What follows belongs to an exercise in optimizing a design on an open flow for small area, a short achievable clock period and few clock cycles per item; a production flow would make more cautious choices.
Where RTL was checked, it was by simulation tests only, not by an equivalence proof against the original.
Power figures rest on the tool's default switching activity, not on a simulated workload.

## v6
// calculator
module calculator(
    input  wire        clk,
    input  wire        rst_n,
    input  wire        start,
    input  wire [1:0]  op,
    input  wire [15:0] a,
    input  wire [15:0] b,
    output wire [15:0] result,
    output reg         overflow,
    output reg         done,
    output reg         error
);
For scale: roughly 56 I/O pins.
==> flow/config.mk <==
export PLATFORM = sky130hd
export DESIGN_NAME = calculator
export DESIGN_NICKNAME = calculator
export VERILOG_FILES = /design/flow/design.v
export SDC_FILE = /design/flow/constraint.sdc
export NUM_CORES = 4
export LEC_CHECK = 0
export ABC_AREA = 1
export CAP_MARGIN = 20
export CORE_MARGIN = 2
export CORE_UTILIZATION = 50
export SETUP_SLACK_MARGIN = 1.6
export SLEW_MARGIN = 20
==> flow/constraint.sdc <==
create_clock -name core_clock -period 4.0 [get_ports {clk}]
set_input_delay 0.8000 -clock core_clock [delete_from_list [all_inputs] [get_ports {clk}]]
set_output_delay 0.8000 -clock core_clock [all_outputs]
set_load 0.01 [all_outputs]
standard.sh (not shown) runs the stock make flow with config.mk's settings and CLKGATE_MAP_FILE= SYNTH_SCRIPT=/design/flow/synth_recipe.tcl, a recipe that flattens the netlist after the stock synthesis.
==> flow/flow/run.sh <==
#!/bin/bash
# Own layout flow: the standard ORFS layout (standard.sh), with the port
# buffers that global placement inserts made plain buffers
# (sky130_fd_sc_hd__buf_1) instead of the delay cell buffer_ports picks by
# default. Every input and output port still gets its own buffer.
# Full tool output goes to flow.log in the work folder; ORFS's per-step logs
# stay under orfs/logs/.
set -euo pipefail
cd "$(dirname "$0")/.."
bash standard.sh "BUFFER_PORTS_ARGS=-buffer_cell sky130_fd_sc_hd__buf_1" finish > flow.log 2>&1
Testbench counts of v6, summed over its fixed seeds: cycles 20,242, ops 3,200.
#### Input delta (v7 over v6)
- removing ABC_AREA (formerly 1)
- setting ABC_CLOCK_PERIOD_IN_PS to 1500 for the first time
- changing CORE_UTILIZATION from 50 to 40
- changing SETUP_SLACK_MARGIN from 1.6 to 1.2
## What came out
v7 | stages: all done | timing, DRC, antenna: all pass. Detailed route, v7 vs v6: via total lower for v7. Source of the critical timing path: cnt[2]$_DFF_PN0_ -> v7, error$_DFFE_PP_ -> v6. v7 vs. v6: upper clock frequency limit down about 12%, number of combinational gates with multiple inputs down about 27%, worst setup slack decreased by 0.33 ns relative to the old numbers, via count normalized by instance count saw little to no change. Total power consumption of the routed design | v7 below v6. Global router's overall resource usage: v7 vs v6 down 7.3 points. The higher proportion of power drawn by the clock network of v6 and v7 is in v6. Slowest cell on the critical path: sky130_fd_sc_hd__a21oi_4 -> v7, sky130_fd_sc_hd__edfxtp_1 -> v6.

---

Another version of the RTL of calculator (not shown whole).
Size in the first run: roughly 440 cells after synthesis, roughly 61 flip-flops, about 56 I/O pins, about 4000 µm² of cells after synthesis.
==> flow/config.mk <==
export PLATFORM = sky130hd
export DESIGN_NAME = calculator
export DESIGN_NICKNAME = calculator
export VERILOG_FILES = /design/flow/design.v
export SDC_FILE = /design/flow/constraint.sdc
export NUM_CORES = 4
export LEC_CHECK = 0
export ABC_CLOCK_PERIOD_IN_PS = 2000
export CAP_MARGIN = 20
export CORE_MARGIN = 2
export CORE_UTILIZATION = 40
export SETUP_SLACK_MARGIN = 1.5
export SLEW_MARGIN = 20
==> flow/constraint.sdc <==
create_clock -name core_clock -period 4.0 [get_ports {clk}]
set_input_delay 0.8000 -clock core_clock [delete_from_list [all_inputs] [get_ports {clk}]]
set_output_delay 0.8000 -clock core_clock [all_outputs]
set_load 0.01 [all_outputs]
Scripts as last shown in full above: flow/flow/run.sh
The baseline finished clean.
Rerun with:
- ABC_CLOCK_PERIOD_IN_PS: 2000 -> 1500
Result: The new run ran to the end with no violations. Final cell count does not change. Die area does not change. Worst hold slack is unchanged. Fmax is unchanged. Final area stays the same. Setup slack is unchanged. Global-route usage does not change. Utilization is unchanged. Power stays the same. Clock skew stays the same. Critical path depth stays the same.
No run of this note included a check of the RTL's function; only the layout flow was run.

---

== job 101 ==
calculator, a different RTL version from the one above (not shown whole).
Size: roughly 59 flip-flops, about 0.0043 mm^2 of cells after synthesis.
==> flow/config.mk <==
export PLATFORM = sky130hd
export DESIGN_NAME = calculator
export DESIGN_NICKNAME = calculator
export VERILOG_FILES = /design/flow/design.v
export SDC_FILE = /design/flow/constraint.sdc
export NUM_CORES = 4
export LEC_CHECK = 0
export ABC_AREA = 1
export CAP_MARGIN = 20
export CORE_MARGIN = 2
export CORE_UTILIZATION = 50
export SETUP_SLACK_MARGIN = 1.75
export SLEW_MARGIN = 20
==> flow/constraint.sdc <==
create_clock -name core_clock -period 4.0 [get_ports {clk}]
set_input_delay 0.8000 -clock core_clock [delete_from_list [all_inputs] [get_ports {clk}]]
set_output_delay 0.8000 -clock core_clock [all_outputs]
set_load 0.01 [all_outputs]
Scripts as last shown in full above: flow/flow/run.sh
Testbench counts of job 101, summed over its fixed seeds: cycles 20,242, ops 3,200.
The following lists how job 102 was set up differently from job 101:
diff --git a/flow/config.mk b/flow/config.mk
--- a/flow/config.mk
+++ b/flow/config.mk
@@ -11,3 +11,4 @@
 export CORE_UTILIZATION = 50
-export SETUP_SLACK_MARGIN = 1.75
+export SETUP_SLACK_MARGIN = 1.5
 export SLEW_MARGIN = 20
+export TNS_END_PERCENT = 10
==> comparison <==
Total wirelength of the detailed-routed design for job 102: 1100 um down relative to job 101. Compared with job 101, in job 102 utilization shows a reduction of 4.9 points; die area level; worst-case setup margin in the final layout down 0.24 ns; maximum frequency -about 10%. Compared with job 101, in job 102 area of all placed cells without fillers has decreased, number of failing setup endpoints in the final timing report shows no meaningful change.
Here is what was changed in the inputs of job 103 compared with job 102.
diff --git a/flow/config.mk b/flow/config.mk
--- a/flow/config.mk
+++ b/flow/config.mk
@@ -11,4 +11,3 @@
 export CORE_UTILIZATION = 50
-export SETUP_SLACK_MARGIN = 1.5
+export SETUP_SLACK_MARGIN = 1.6
 export SLEW_MARGIN = 20
-export TNS_END_PERCENT = 10
Results
- Job 103 was carried through to the last stage, and its layout satisfied the timing, design-rule and antenna checks.
- Lower power after layout was reported by job 102, not job 103.
- Going from job 102 to job 103, the part of the total power dissipated in the clock network was found to have gone down by 0.6 points.
- Between job 103 and job 102, the difference in via count of the first global-routing pass is negligible.
- On highest attainable clock frequency: between job 103 and job 102, it ends up higher for job 103.
- End point of the critical path: overflow$_SDFF_PP0_ -> job 102, R[14]$_DFF_P_ -> job 103
- Delta (job 103 minus job 102): minimum setup slack in the final design climbed 0.16 ns; wire length per cell after detailed routing shows an increase of about 1.6%; total length of routed wires rose by about 2.5%.
- Routed wire length on met3 (job 102 / job 103): 0.859
- Non-clock buffer count (lower): job 102
The following lists how job 104 was set up differently from job 103:
diff --git a/flow/config.mk b/flow/config.mk
--- a/flow/config.mk
+++ b/flow/config.mk
@@ -10,4 +10,4 @@
 export CORE_MARGIN = 2
-export CORE_UTILIZATION = 50
-export SETUP_SLACK_MARGIN = 1.6
+export CORE_UTILIZATION = 55
+export SETUP_SLACK_MARGIN = 1.65
 export SLEW_MARGIN = 20
Results
- Power drawn by the sequential cells of job 104 is on par with job 103.
- After detailed routing, job 103 needs less wire than job 104.
- Maximum frequency sits lower in job 104 than in job 103.
--- input diff job 104..job 105 ---
diff --git a/flow/config.mk b/flow/config.mk
--- a/flow/config.mk
+++ b/flow/config.mk
@@ -10,4 +10,5 @@
 export CORE_MARGIN = 2
-export CORE_UTILIZATION = 55
-export SETUP_SLACK_MARGIN = 1.65
+export CORE_UTILIZATION = 50
+export SETUP_SLACK_MARGIN = 1.6
 export SLEW_MARGIN = 20
+export TNS_END_PERCENT = 10
[summary]
From job 104 to job 105 the numbers moved as follows: design area shrank by 2.6%; final weighted congestion in routability-driven placement grew by about 1%; final critical-path share of the clock period shrank by 1.3 points; routed wire length shrank by about 4.7%; tapcell count grew by 2.9%. Cmp job 105 vs job 104: net switching fraction of the power lower in job 105. Lower power drawn by the combinational cells goes to job 105 over job 104.

port drivers added, routing unchanged:
In the flow no input, the clock included, has a driving cell. The finished layouts below were timed again as built, in two steps.
Step 1: set_driving_cell puts a clkbuf_16 on clk and a buf_2 on each other input, an assumption about the parent block.
Step 2 times the ports against the registers' clock, not the clock port: input delays grow and output delays shrink by t, the midpoint of the rising clock arrivals with the driver on.
Slacks: ideal ports / drivers / drivers and shift; pairs: ideal ports / drivers.
run	t, ns	setup slack, ns	worst slew at a driven data input, ns
v6	0.381	1.597 / 1.561 / 1.565	0.04
v7	0.382	1.272 / 1.272 / 1.272	0.04
the first run of note 2	0.377	1.298 / 1.298 / 1.298	0.04
the second run of note 2	0.377	1.298 / 1.298 / 1.298	0.04
job 101	0.373	1.830 / 1.797 / 1.594	0.04
job 102	0.372	1.591 / 1.591 / 1.527	0.04
job 103	0.371	1.755 / 1.755 / 1.585	0.04
job 104	0.373	1.718 / 1.718 / 1.718	0.04
job 105	0.367	1.769 / 1.757 / 1.580	0.04
After both steps every run listed still meets setup and hold. For job 101, which loses most, drivers alone change the setup slack by -0.033 ns; drivers and shift together by -0.236 ns.
